From an optimization exercise on the open Yosys and OpenROAD flow, aimed at small area; shortcuts taken in it are not production practice.
Where RTL was checked, it was by simulation tests only, not by an equivalence proof against the original.
Power figures rest on the tool's default switching activity, not on a simulated workload.

## the previous run
Design ws_systolic_array, start of the top module:
module ws_systolic_array # (
    parameter DATA_WIDTH = 8
)
(
    input                           clk         ,
    input                           rstn        ,
    input                           i_start     ,
    input       [DATA_WIDTH-1 : 0]  i_w_col_1   ,    
    input       [DATA_WIDTH-1 : 0]  i_w_col_2   ,    
    input       [DATA_WIDTH-1 : 0]  i_w_col_3   ,    
    input       [DATA_WIDTH-1 : 0]  i_w_col_4   ,    
    input       [DATA_WIDTH-1 : 0]  i_f_row_1   ,    
    input       [DATA_WIDTH-1 : 0]  i_f_row_2   ,    
    input       [DATA_WIDTH-1 : 0]  i_f_row_3   ,    
    input       [DATA_WIDTH-1 : 0]  i_f_row_4   ,    
    output    [2*DATA_WIDTH-1 : 0]  o_p_col_1   ,    
    output    [2*DATA_WIDTH-1 : 0]  o_p_col_2   ,    
    output    [2*DATA_WIDTH-1 : 0]  o_p_col_3   ,    
    output    [2*DATA_WIDTH-1 : 0]  o_p_col_4        
);
    localparam DW = DATA_WIDTH;
    reg                 r_load;
    reg     [1 : 0]     r_cnt;
    always @ (posedge clk) begin
        if (!rstn) begin
            r_load <= 1'b0;
            r_cnt  <= 2'd0;
        end else if (r_load) begin
            r_cnt  <= r_cnt + 1'b1;
            if (r_cnt == 2'd3) r_load <= 1'b0;
        end else if (i_start) begin
            r_load <= 1'b1;
        end
    end
    wire z = r_load | ~rstn;     
    reg     [2 : 0]     r_clr;
    reg     [5 : 0]     r_shf;
    reg                 r_wok;
  ...
==> flow/config.mk <==
export PLATFORM = sky130hd
export DESIGN_NAME = ws_systolic_array
export DESIGN_NICKNAME = ws_systolic_array
export VERILOG_FILES = /design/flow/design.v
export SDC_FILE = /design/flow/constraint.sdc
export NUM_CORES = 4
export LEC_CHECK = 0
export CAP_MARGIN = 20
export CORE_MARGIN = 2
export CORE_UTILIZATION = 40
export GPL_TIMING_DRIVEN = 0
export SLEW_MARGIN = 20
export SYNTH_HIERARCHICAL = 1
export SYNTH_MINIMUM_KEEP_SIZE = 0
==> flow/constraint.sdc <==
create_clock -name core_clock -period 7.5 [get_ports {clk}]
set_input_delay 1.5000 -clock core_clock [delete_from_list [all_inputs] [get_ports {clk}]]
set_output_delay 1.5000 -clock core_clock [all_outputs]
set_load 0.01 [all_outputs]
standard.sh (not shown) runs the stock make flow with config.mk's settings and CLKGATE_MAP_FILE= SYNTH_SCRIPT=/design/flow/synth_recipe.tcl, a recipe that flattens the netlist after the stock synthesis.
==> flow/flow/run.sh <==
#!/bin/bash
# The standard layout (standard.sh, unchanged synthesis), with two changes:
# the port buffers use the smallest buffer cell, and the clock tree is built
# without dummy loads.  make's output goes to standard.log.
set -euo pipefail
cd "$(dirname "$0")/.."
bash standard.sh \
  "BUFFER_PORTS_ARGS=-buffer_cell sky130_fd_sc_hd__buf_1" \
  "CTS_ARGS=-sink_clustering_enable -repair_clock_nets -dont_use_dummy_load -sink_clustering_size 30 -sink_clustering_max_diameter 100" \
  finish > standard.log 2>&1
Edits applied to the flow inputs when going from the previous run to the current run:
--- a/flow/design.v
+++ b/flow/design.v
@@ -22,22 +22,22 @@
 );
     assign y = ~(a ^ b);
 endmodule
 module processing_element # (
     parameter DATA_WIDTH = 8
 )
 (
-    input       [4*DATA_WIDTH-1 : 0]    i_fmap_n,    
+    input       [4*DATA_WIDTH-1 : 0]    i_fmap  ,    
     input       [4*DATA_WIDTH-1 : 0]    i_weight,    
-    input                   [3 : 0]     i_en_n  ,    
+    input                   [3 : 0]     i_en    ,    
     input                               i_clr   ,    
     output      [2*DATA_WIDTH-1 : 0]    o_sum
 );
     wire [255:0] pp;
-    wire [31:0]  fg = ~(i_fmap_n | {{8{i_en_n[3]}}, {8{i_en_n[2]}}, {8{i_en_n[1]}}, {8{i_en_n[0]}}});
+    wire [31:0]  fg = i_fmap & {{8{i_en[3]}}, {8{i_en[2]}}, {8{i_en[1]}}, {8{i_en[0]}}};
     genvar gr, gi, gj;
     generate for (gr = 0; gr < 4; gr = gr + 1) begin : g_r
         for (gi = 0; gi < 8; gi = gi + 1) begin : g_i
             for (gj = 0; gj < 8; gj = gj + 1) begin : g_j
                 pp_cell u_pp (.a(fg[gr*8 + gi]), .b(i_weight[gr*8 + gj]), .y(pp[gr*64 + gi*8 + gj]));
             end
         end
@@ -908,31 +908,31 @@
     end
     reg     [DW-1 : 0]  r_f1 [1:6];
     reg     [DW-1 : 0]  r_f2 [1:5];
     reg     [DW-1 : 0]  r_f3 [1:4];
     reg     [DW-1 : 0]  r_f4 [1:3];
     always @ (posedge clk) begin
         if (!r_load) begin
-            r_f1[1] <= ~i_f_row_1;  r_f1[2] <= r_f1[1];  r_f1[3] <= r_f1[2];
-            r_f2[1] <= ~i_f_row_2;  r_f2[2] <= r_f2[1];  r_f2[3] <= r_f2[2];
-            r_f3[1] <= ~i_f_row_3;  r_f3[2] <= r_f3[1];  r_f3[3] <= r_f3[2];
-            r_f4[1] <= ~i_f_row_4;  r_f4[2] <= r_f4[1];  r_f4[3] <= r_f4[2];
+            r_f1[1] <= i_f_row_1;  r_f1[2] <= r_f1[1];  r_f1[3] <= r_f1[2];
+            r_f2[1] <= i_f_row_2;  r_f2[2] <= r_f2[1];  r_f2[3] <= r_f2[2];
+            r_f3[1] <= i_f_row_3;  r_f3[2] <= r_f3[1];  r_f3[3] <= r_f3[2];
+            r_f4[1] <= i_f_row_4;  r_f4[2] <= r_f4[1];  r_f4[3] <= r_f4[2];
         end
         r_f1[4] <= r_f1[3];  r_f1[5] <= r_f1[4];  r_f1[6] <= r_f1[5];
         r_f2[4] <= r_f2[3];  r_f2[5] <= r_f2[4];
         r_f3[4] <= r_f3[3];
     end
     wire    [3 : 0]     live_nx;                 
     assign live_nx[3] = wok_nx;                  
     assign live_nx[2] = wok_nx & clr_nx[0];      
     assign live_nx[1] = wok_nx & clr_nx[1];      
     assign live_nx[0] = wok_nx & clr_nx[2];      
     wire    [DW-1 : 0]  tap [1:4][1:4];          
     wire  [2*DW-1 : 0]  sum [1:4];
-    assign tap[4][1] = ~i_f_row_4;
+    assign tap[4][1] = i_f_row_4;
     assign tap[4][2] = r_f4[1];
     assign tap[4][3] = r_f4[2];
     assign tap[4][4] = r_f4[3];
     assign tap[3][1] = r_f3[1];
     assign tap[3][2] = r_f3[2];
     assign tap[3][3] = r_f3[3];
     assign tap[3][4] = r_f3[4];
@@ -940,27 +940,27 @@
     assign tap[2][2] = r_f2[3];
     assign tap[2][3] = r_f2[4];
     assign tap[2][4] = r_f2[5];
     assign tap[1][1] = r_f1[3];
     assign tap[1][2] = r_f1[4];
     assign tap[1][3] = r_f1[5];
     assign tap[1][4] = r_f1[6];
-    reg     [3 : 0]     r_en_n [1:4];            
+    reg     [3 : 0]     r_en [1:4];              
     always @ (posedge clk) begin
-        r_en_n[1] <= ~live_nx;
-        r_en_n[2] <= ~(live_nx & {shf_nx[0], shf_nx[1], shf_nx[2], shf_nx[3]});
-        r_en_n[3] <= ~(live_nx & {shf_nx[1], shf_nx[2], shf_nx[3], shf_nx[4]});
-        r_en_n[4] <= ~(live_nx & {shf_nx[2], shf_nx[3], shf_nx[4], shf_nx[5]});
+        r_en[1] <= live_nx;
+        r_en[2] <= live_nx & {shf_nx[0], shf_nx[1], shf_nx[2], shf_nx[3]};
+        r_en[3] <= live_nx & {shf_nx[1], shf_nx[2], shf_nx[3], shf_nx[4]};
+        r_en[4] <= live_nx & {shf_nx[2], shf_nx[3], shf_nx[4], shf_nx[5]};
     end
     genvar gc;
     generate for (gc = 1; gc <= 4; gc = gc + 1) begin : g_col
         processing_element # (.DATA_WIDTH(DW)) u_mac (
-            .i_fmap_n ({tap[4][gc], tap[3][gc], tap[2][gc], tap[1][gc]}),
+            .i_fmap   ({tap[4][gc], tap[3][gc], tap[2][gc], tap[1][gc]}),
             .i_weight ({r_w[4][gc], r_w[3][gc], r_w[2][gc], r_w[1][gc]}),
-            .i_en_n   (r_en_n[gc]),
+            .i_en     (r_en[gc]),
             .i_clr    (z),
             .o_sum    (sum[gc])
         );
     end endgenerate
     reg   [2*DW-1 : 0]  r_p [1:4];
     always @ (posedge clk) begin
         for (c = 1; c <= 4; c = c + 1)
==> comparison <==
Delta(sequential cell power, the current run - the previous run) < 0. The synthesized cell count number comes out higher for the previous run vs the current run. The current run reached the final stage; the timing, design-rule and antenna checks on its layout passed. Leakage power essentially unchanged between the previous run and the current run. Mapped cell area, the previous run and the current run: smaller value in the previous run. Setup WNS the previous run -> the current run: worse.
Function not checked in the previous run: the RTL went through the layout flow alone.

[re-timing with driven ports]
In the flow no input, the clock included, has a driving cell. The finished layouts below were timed again as built, in two steps.
Step 1, drivers: a clkbuf_16 drives clk and a buf_2 each remaining input, both assumed.
Step 2 adds t to the input delays and takes it off the output delays; t is the mean of the earliest and latest rising clock arrival at the registers after step 1. Input paths then give back, and output paths get back, about the clock's delay inside the block.
Slacks: no drivers / after step 1 / after step 2; pairs: no drivers / after step 1.
run	t (ns)	setup WS [ns]	worst register clock-pin slew, ns
the previous run	0.645	0.291 / 0.291 / -0.270	0.11 / 0.11
the current run	0.662	0.238 / 0.238 / -0.267	0.11 / 0.11
With both steps, setup timing fails in the previous run and the current run, where it was met with ideal ports. The setup slack of the previous run, which loses most, moves by 0.000 ns with the drivers and by -0.561 ns with both steps.
